Background: an optimization exercise with open tools, aiming at small area. Do not read the settings as production practice. Function was checked by simulation only, so behaviour that the tests miss may differ from the original. Power figures rest on the tool's default switching activity, not on a simulated workload.

$ cat flow/standard.sh
#!/bin/bash
# synth_recipe.tcl (not shown) runs the flow's synth.tcl, then flattens the netlist and writes it again
# the make line also repeats each setting of config.mk as NAME=value (left out here)
make -C /OpenROAD-flow-scripts/flow DESIGN_CONFIG=/design/flow/config.mk WORK_HOME=/design/flow/orfs CLKGATE_MAP_FILE= SYNTH_SCRIPT=/design/flow/synth_recipe.tcl "${@:-finish}"
$ cat flow/flow/area.abc
strash
dc2
dch -f
amap
strash
dch -f
amap
strash
dch -f
amap
strash
dch -f -p
amap
topo
$ cat flow/config.mk
export PLATFORM = sky130hd
export DESIGN_NAME = rpm_quad
export DESIGN_NICKNAME = rpm_quad
export VERILOG_FILES = /design/flow/design.v
export SDC_FILE = /design/flow/constraint.sdc
export NUM_CORES = 4
export LEC_CHECK = 0
export ABC_AREA = 1
export CAP_MARGIN = 5
export CORE_MARGIN = 2
export CORE_UTILIZATION = 65
export CTS_BUF_LIST = sky130_fd_sc_hd__clkbuf_4
export CTS_CLUSTER_DIAMETER = 40
export CTS_CLUSTER_SIZE = 9
export GPL_TIMING_DRIVEN = 0
export SLEW_MARGIN = 5
$ cat flow/flow/run.sh
#!/bin/bash
# Own layout flow: the standard flow (standard.sh) with
#  - the area-oriented synthesis of flow/synth.tcl (no adder cells, ABC script flow/area.abc),
#  - the smallest buffer (buf_1) on every input and output port,
#  - clock tree synthesis without dummy loads.
# Each make run's full output goes to a log file in this folder.
set -euo pipefail
here=$(pwd)
export OWN_ABC_SCRIPT="$here/flow/area.abc"
export BUFFER_PORTS_ARGS="-buffer_cell sky130_fd_sc_hd__buf_1"
cts="-sink_clustering_enable -repair_clock_nets -dont_use_dummy_load"
for k in CTS_CLUSTER_SIZE:-sink_clustering_size CTS_CLUSTER_DIAMETER:-sink_clustering_max_diameter CTS_BUF_LIST:-buf_list; do
  v=$(sed -n "s/^export ${k%%:*} = //p" config.mk)
  if [[ -n "$v" ]]; then cts="$cts ${k#*:} $v"; fi
done
export CTS_ARGS="$cts"
sed "s|SYNTH_SCRIPT=[^ ]*|SYNTH_SCRIPT=$here/flow/synth.tcl|" standard.sh > own_standard.sh
grep -q "SYNTH_SCRIPT=$here/flow/synth.tcl" own_standard.sh
echo "CTS_ARGS=$CTS_ARGS" > own_flow.log
bash own_standard.sh finish > make_finish.log 2>&1
test -f out/final.def
$ cat flow/constraint.sdc
create_clock -name core_clock -period 120.0 [get_ports {clk}]
set_input_delay 24.0000 -clock core_clock [delete_from_list [all_inputs] [get_ports {clk}]]
set_output_delay 24.0000 -clock core_clock [all_outputs]
set_load 0.01 [all_outputs]
$ cat flow/design.v
module RPM_reader(
    input  wire        clk,
    input  wire        rstn,
    input  wire        started,       
    input  wire        enc_a,
    input  wire        enc_b,
    output wire        edge_a,        
    output wire        edge_b,        
    output reg  [19:0] counter_a,
    output reg  [16:0] counter_b,
    output reg  [16:0] counter_a_reg,
    output reg         counter_a_reg_big,
    output wire [16:0] counter_a_reg_d,       
    output wire        counter_a_reg_big_d,   
    output reg         fwd,           
    output wire        fwd_d,
    output wire        a_over,        
    output wire        a_full,        
    input  wire [15:0] reading,       
    output reg         rpm_valid_o,
    output reg  [15:0] rpm_data_o
);
    reg enc_a_reg1, enc_a_reg2, enc_a_reg3, current_enc_a;
    reg enc_b_reg1, enc_b_reg2, enc_b_reg3, current_enc_b;
    always @(posedge clk or negedge rstn) begin
        if (!rstn) begin
            enc_a_reg1 <= 1'b0; enc_a_reg2 <= 1'b0; enc_a_reg3 <= 1'b0; current_enc_a <= 1'b0;
            enc_b_reg1 <= 1'b0; enc_b_reg2 <= 1'b0; enc_b_reg3 <= 1'b0; current_enc_b <= 1'b0;
        end else begin
            enc_a_reg1 <= enc_a; enc_a_reg2 <= enc_a_reg1; enc_a_reg3 <= enc_a_reg2; current_enc_a <= enc_a_reg3;
            enc_b_reg1 <= enc_b; enc_b_reg2 <= enc_b_reg1; enc_b_reg3 <= enc_b_reg2; current_enc_b <= enc_b_reg3;
        end
    end
    assign edge_a = enc_a_reg3 & ~current_enc_a;
    assign edge_b = enc_b_reg3 & ~current_enc_b;
    assign a_over = &{counter_a[19], counter_a[16], counter_a[13], counter_a[10:6], counter_a[0]};
    assign a_full = &{counter_a[19], counter_a[16], counter_a[13], counter_a[10:6]};
    wire   b_over = &{counter_b[16:14], counter_b[12], counter_b[10], counter_b[7:6], counter_b[0]};
    genvar k;
    wire read = edge_b & ~edge_a;
    wire [20:0] ca_c;                   
    wire [17:0] cb_c;
    assign ca_c[0] = ~edge_b & ~a_over;
    assign cb_c[0] = ~edge_a & ~edge_b & ~b_over;
    generate
        for (k = 0; k < 20; k = k + 1) begin : inca
            assign ca_c[k+1] = ca_c[k] & counter_a[k];
        end
        for (k = 0; k < 17; k = k + 1) begin : incb
            assign cb_c[k+1] = cb_c[k] & counter_b[k];
        end
    endgenerate
    wire [19:0] ca_next = (counter_a ^ ca_c[19:0]) & {20{started & ~edge_a}} | {19'd0, ~started};
    wire [16:0] cb_next = (counter_b ^ cb_c[16:0]) & {17{started & ~read}} | {16'd0, ~started};
    wire        load_car = started & edge_a;
    wire        keep_car = started & ~edge_a;
    assign counter_a_reg_d     = (counter_a[16:0] & {17{load_car}}) | (counter_a_reg & {17{keep_car}});
    assign counter_a_reg_big_d = (|counter_a[19:17] & load_car) | (counter_a_reg_big & keep_car);
    wire [16:0] lt;
    assign lt[0] = 1'b0;
    generate
        for (k = 0; k < 16; k = k + 1) begin : cmp
            assign lt[k+1] = ca_next[k] ? (cb_next[k+1] & lt[k]) : (cb_next[k+1] | lt[k]);
        end
    endgenerate
    assign fwd_d = lt[16] & ~|ca_next[19:16];
    always @(posedge clk) begin
        counter_a <= ca_next;
        counter_b <= cb_next;
        counter_a_reg <= counter_a_reg_d;
        counter_a_reg_big <= counter_a_reg_big_d;
        fwd <= fwd_d;
    end
    always @(posedge clk or negedge rstn) begin
        if (!rstn) begin
            rpm_valid_o <= 1'b0;
            rpm_data_o <= 16'd0;
        end else begin
            rpm_valid_o <= read;
            if (read)
                rpm_data_o <= reading;
        end
    end
endmodule
module rpm_div(
    input  wire [17:0] div,
    output wire [15:0] quo
);
    wire [16:0] rem [0:17];
    assign rem[17] = 17'd120000;
    genvar i, j;
    generate
        for (i = 16; i >= 0; i = i - 1) begin : st
            wire          hi_zero = ~|div[17:17-i];
            wire [16-i:0] flip;
            wire [17-i:0] bw;
            assign bw[0] = 1'b0;
            for (j = 0; j <= 16-i; j = j + 1) begin : bt
                wire a = rem[i+1][i+j];
                wire b = div[j];
                assign flip[j] = b ^ bw[j];
                assign bw[j+1] = a ? (b & bw[j]) : (b | bw[j]);
            end
            wire ok = hi_zero & ~bw[17-i];
            if (i <= 15) begin : qb
                assign quo[i] = ok;
            end
            if (i > 0) begin : up
                assign rem[i] = {rem[i+1][16:i] ^ (flip & {(17-i){ok}}), rem[i+1][i-1:0]};
            end else begin : up
                assign rem[i] = rem[i+1] ^ (flip & {17{ok}});
            end
        end
    endgenerate
endmodule
module rpm_pair(
    input  wire        clk,
    input  wire        rstn,
    input  wire        started,
    input  wire        enc0_a,
    input  wire        enc0_b,
    input  wire        enc1_a,
    input  wire        enc1_b,
    output wire        rpm0_valid_o,
    output wire [15:0] rpm0_data_o,
    output wire        rpm1_valid_o,
    output wire [15:0] rpm1_data_o
);
    wire        ea0, eb0, ea1, eb1;
    wire [19:0] ca0, ca1;
    wire [16:0] cb0, cb1, car0, car1, car0_d, car1_d;
    wire        big0, big1, big0_d, big1_d;
    wire        fwd0, fwd1, fwd0_d, fwd1_d;
    wire        aov0, aov1, afull0, afull1;
    wire [15:0] reading0, reading1;
    RPM_reader ch0 (
        .clk(clk), .rstn(rstn), .started(started), .enc_a(enc0_a), .enc_b(enc0_b),
        .edge_a(ea0), .edge_b(eb0), .counter_a(ca0), .counter_b(cb0),
        .counter_a_reg(car0), .counter_a_reg_big(big0),
        .counter_a_reg_d(car0_d), .counter_a_reg_big_d(big0_d), .fwd(fwd0), .fwd_d(fwd0_d),
        .a_over(aov0), .a_full(afull0), .reading(reading0),
        .rpm_valid_o(rpm0_valid_o), .rpm_data_o(rpm0_data_o)
    );
    RPM_reader ch1 (
        .clk(clk), .rstn(rstn), .started(started), .enc_a(enc1_a), .enc_b(enc1_b),
        .edge_a(ea1), .edge_b(eb1), .counter_a(ca1), .counter_b(cb1),
        .counter_a_reg(car1), .counter_a_reg_big(big1),
        .counter_a_reg_d(car1_d), .counter_a_reg_big_d(big1_d), .fwd(fwd1), .fwd_d(fwd1_d),
        .a_over(aov1), .a_full(afull1), .reading(reading1),
        .rpm_valid_o(rpm1_valid_o), .rpm_data_o(rpm1_data_o)
    );
    wire        pred0 = ~eb1 & ~eb0;
    wire [16:0] opa = eb1 ? car1 : car0_d;
    wire        opa_big = eb1 ? big1 : big0_d;
    wire [16:0] opb = eb1 ? cb1 : cb0;
    wire        cin = pred0 & ~ea0;                  
    wire [17:0] div;
    wire [17:0] cy;
    assign cy[0] = cin;
    genvar k;
    generate
        for (k = 0; k < 17; k = k + 1) begin : add
            assign div[k]  = opa[k] ^ opb[k] ^ cy[k];
            assign cy[k+1] = (opa[k] & opb[k]) | ((opa[k] ^ opb[k]) & cy[k]);
        end
    endgenerate
    assign div[17] = cy[17];
    wire        aov = eb1 ? aov1 : (pred0 ? ~ea0 & afull0 : aov0);
    wire        fwd = eb1 ? fwd1 : (pred0 ? fwd0_d : fwd0);
    wire        zero = opa_big | aov | (div[16:0] == 17'd0);
    wire [15:0] mag;
    rpm_div u_div (.div({div[17] | zero, div[16:0]}), .quo(mag));
    wire [15:0] below;
    assign below[0] = 1'b0;
    generate
        for (k = 1; k < 16; k = k + 1) begin : ng
            assign below[k] = below[k-1] | mag[k-1];
        end
    endgenerate
    wire [15:0] reading = mag ^ (below & {16{~fwd}});
    reg [15:0] hold;
    always @(posedge clk)
        hold <= reading;
    assign reading1 = reading;
    assign reading0 = eb1 ? hold : reading;
endmodule
module rpm_quad (
    input  wire         clk,
    input  wire         rstn,
    input  wire         enc0_a,
    input  wire         enc0_b,
    input  wire         enc1_a,
    input  wire         enc1_b,
    input  wire         enc2_a,
    input  wire         enc2_b,
    input  wire         enc3_a,
    input  wire         enc3_b,
    output wire         rpm0_valid_o,
    output wire [15:0]  rpm0_data_o,
    output wire         rpm1_valid_o,
    output wire [15:0]  rpm1_data_o,
    output wire         rpm2_valid_o,
    output wire [15:0]  rpm2_data_o,
    output wire         rpm3_valid_o,
    output wire [15:0]  rpm3_data_o
);
    reg started;
    always @(posedge clk or negedge rstn)
        if (!rstn) started <= 1'b0;
        else       started <= 1'b1;
    rpm_pair pair01 (
        .clk(clk), .rstn(rstn), .started(started),
        .enc0_a(enc0_a), .enc0_b(enc0_b), .enc1_a(enc1_a), .enc1_b(enc1_b),
        .rpm0_valid_o(rpm0_valid_o), .rpm0_data_o(rpm0_data_o),
        .rpm1_valid_o(rpm1_valid_o), .rpm1_data_o(rpm1_data_o)
    );
    rpm_pair pair23 (
        .clk(clk), .rstn(rstn), .started(started),
        .enc0_a(enc2_a), .enc0_b(enc2_b), .enc1_a(enc3_a), .enc1_b(enc3_b),
        .rpm0_valid_o(rpm2_valid_o), .rpm0_data_o(rpm2_data_o),
        .rpm1_valid_o(rpm3_valid_o), .rpm1_data_o(rpm3_data_o)
    );
endmodule
$ cat flow/flow/synth.tcl
proc synth {args} { yosys synth -nofsm -noshare {*}$args }
proc abc {args} {
  set i [lsearch -exact $args -script]
  if { $i >= 0 } { lset args [expr {$i + 1}] $::env(OWN_ABC_SCRIPT) }
  yosys abc {*}$args
}
proc extract_fa {args} {}
source $::env(SCRIPTS_DIR)/synth.tcl
# left out here: clear keep_hierarchy, flatten, clean up, hide names made inside functions, write 1_2_yosys.v
==> summary.txt <==
status no timing/DRC/antenna violations; CTS tree done; Hold WC Path Type flip-flop to flip-flop; drt drc 0; I/O Buffers 77; post_cts resized 0; Synth-to-Final Area Change 7.00%; final setup violation count 0; vias in the first global route 20.4k; Max Clock Skew 96.2 ps; Comb power frac 48.6%; fmax 16.2 MHz; Pleak ~8.1 nW; startpoint types flip-flop; Iter 0 DRT Violations 1821; # Post-CTS Setup Buffers 0; sw frac 44.3%; Max rail drop VDD 0.0000138 V; pin count of the biggest net entering global routing 56; core area approximately 32000 sq um; share of cells above drive strength 1 2.61%; Multi-input gate area 12400 sq um; dominant synthesized flop cell dfxtp_1; Distinct cells, synth 47; most frequent CP cell o21ai_0; DP Cell Count 3567; Setup TNS Final 0 ps; Post-Route WL 60000 microns; CP top delay family compound AO/OA/AOI/OAI gates; fin crit period 61740 ps; Place WS slightly above 60000 ps; I/O pin total 78; Area after DPL 22200 sq um; async set-reset flop share out of synthesis 28.3%; ANT nets after route 0; Die W 184 microns; die area 33900 sq um; Crit. End Element flip-flop; DRT Pass-1 Iters 8; sequential share of the synthesized area 36.3%; Slew @ Worst Pin 1330 ps; worst-path fanout max 40; fill cell count 2749; RSZ-0062 raised after global routing no; Yosys Warn Count 4; Avg Cell Area, Syn 6.87 sq um; HPWL after DPL 45000 microns; RePlAce Congestion 0.911; Pwr Density 16.9 nW/um^2; CP max stage cell dfrtp_2; CTS Buf Count 50; clk latency of the worst-skew pair 730 ps; sequential power share 36.3%; final instance area 22600 sq um; grt total ovfl 0; max-cap viol count 0; Clock Sinks 357; EDFF count, synth 0; Final Cycle Share around half; CTS Root Cell clkbuf_4; cts hold-fix bufs 0; DR WL/cell 16.6 microns; hold_ws 349 ps; non-filler cells in the finished layout 3619; clock power share 15.1%; clock-pin slew of the registers on the worst-case setup and hold paths 90 ps; post-route setup slack 58260 ps; Mapped Area roughly 21000 sq um; Via Count 22.8k; Slew Limit Headroom 10.4%; Vias/cell roughly 6.3; die height ~180 microns; cell internal pwr roughly 0.00021 W; nets 3228; Mapped Cells just over 3k; FP Rows 65; Synthesized Nets 3081; final hold violations 0; GRT Util Overall around a third; Starting Density 66.5%; flops & latches, synth 357; Psw between 0.00015 and 0.0002 W; Worst path max stage delay 1000 ps; required time of the critical path 120630 ps; crit path buf inv count 20; FF+latch area 7650 sq um; fin. max-slew vios 0; initial antenna violation count 2; clock tree buffer depth 3; crit path DAT a little over 60000 ps; first-pass GRT wire length between 90000 and 100000 microns; CTS H-tree depth 2; Crit Path Category flip-flop to flip-flop
-- worst reg2reg max path, delay by kind of cell (launching register included) --
family / cells / cell delay, ps
compound gates: 143 / 32790
buf+inv: 20 / 5540
flops: 1 / 1000
simple gates: 139 / 22300
-- routing by layer --
metal  GRT usage, %  vias up  share of wire (%)
met5              0        -             0.0083
li1               -    11200                  -
met2           59.7      879                 47
met1           43.5    10500                 43
met3           4.54      188                6.7
met4           15.0        2                4.0
-- stage by stage --
step / util [%] / power, W
global route: 71.2 / 0.000410
CTS: 71.1 / 0.000377
detailed placement: 69.9 / 0.000320
floorplan: - / 0.000277
global placement: 69.0 / 0.000311
finish: 71.2 / 0.000381
-- placed cells by master (no fill, tap or decap), types with 39 or more instances in the layout --
master / n
nor2_1: 615
o211ai_1: 69
a22o_1: 42
clkbuf_4: 50
nor2b_1: 49
a21oi_1: 181
o21a_1: 39
o21ai_0: 351
clkinv_1: 286
nor3_1: 91
dfxtp_1: 256
o22ai_1: 152
dfrtp_1: 100
nand2_1: 485
buf_1: 76
a211oi_1: 93
-- Yosys cell counts, drive strengths merged (4+ instances only) --
cell	instances	area share [%]
o221ai	7	0.29
and3	6	0.18
o31ai	12	0.43
o21ai	361	8.6
or2	13	0.39
nor2b	51	1.5
nand2	485	8.6
a222oi	7	0.33
a22oi	11	0.39
a221oi	8	0.33
a21o	6	0.21
xor2	23	0.96
o211ai	69	2.5
xnor2	5	0.21
clkinv	288	5.1
a21boi	10	0.36
a31oi	21	0.62
nand3	8	0.19
o22ai	152	4.5
dfrtp	101	12
a21oi	181	4.3
o21a	39	1.4
a22o	42	1.7
nor3	91	2.2
a211oi	93	3.3
nor4b	4	0.17
nand4	11	0.33
or3	10	0.30
nor2	620	11
or4	6	0.21
o22a	16	0.66
dfxtp	256	24
a32o	26	1.2
nor4	7	0.21
-- power groups by stage --
| stage | clock [W] | combinational, W | sequential, W |
|---|---|---|---|
| 2_1_floorplan | 0 | 0.000134 | 0.000143 |
| 3_3_place_gp | 0 | 0.000171 | 0.000140 |
| 3_5_place_dp | 0 | 0.000179 | 0.000141 |
| 4_1_cts | 0.0000585 | 0.000180 | 0.000138 |
| 5_1_grt | 0.0000633 | 0.000207 | 0.000140 |
| 6_report | 0.0000576 | 0.000185 | 0.000138 |
-- area by class of cell --
type	count	share of cell area, %
Inverter	288	4.80
Tap cell	402	2.23
Multi-Input combinational cell	2426	55.0
Timing Repair Buffer	95	2.35
Antenna cell	1	0.0111
Sequential cell	357	33.9
Clock buffer	50	1.66
-- final timing paths --
| kind | end | startpoint | slack, ps | depth (start not counted) |
|---|---|---|---|---|
| setup / recovery | pair23.ch0.rpm_data_o[14]$_DFFE_PN0P_ | started$_DFF_PN0_ | 58260 | 302 |
| hold / removal | pair01.ch0.enc_b_reg3$_DFF_PN0_ | pair01.ch0.enc_b_reg2$_DFF_PN0_ | 350 | 0 |
| setup reg to reg | pair23.ch0.rpm_data_o[14]$_DFFE_PN0P_ | started$_DFF_PN0_ | 58260 | 302 |
| hold reg to reg | pair01.ch0.enc_b_reg3$_DFF_PN0_ | pair01.ch0.enc_b_reg2$_DFF_PN0_ | 350 | 0 |
| max in group asynchronous | pair01.ch1.rpm_data_o[15]$_DFFE_PN0P_ | rstn | 95830 | 3 |
| min in group asynchronous | pair23.ch0.current_enc_a$_DFF_PN0_ | rstn | 23280 | 1 |
-- kinds of logic (layout without fill, tap and decap cells) --
family / Yosys count / after routing / share of synthesized area [%]
DFF: 357 / 357 / 36.3
and+or+nand+nor: 1317 / 1317 / 25.4
buffers and inverters: 288 / 433 / 5.13
other: 1 / 2 / 0.0178
xor gates and xnor gates: 28 / 28 / 1.16
AOI/OAI and AO/OA: 1080 / 1080 / 32.0

static timing again, ports no longer ideal:
Ports are ideal in the flow. The routed layout listed here was re-timed in OpenROAD. Step 1, drivers: a clkbuf_16 drives clk and a buf_2 each remaining input, both assumed. Step 2 also shifts input and output timing later by t, the mid clock arrival at the registers, as if the neighbouring blocks saw the same clock. Three values: ideal, step 1, step 2; two values: the first two.
shift t [ns]: 0.720
setup slack, ns: 58.258 / 58.258 / 58.258
latest minus earliest clock arrival (ns): 0.096 / 0.096
worst register clock-pin slew, ns: 0.11 / 0.11
worst data-port slew with drivers (ns): 0.04
After both steps setup and hold are still met in this run. The setup slack of this run moves by 0.000 ns with the drivers and by 0.000 ns with both steps.
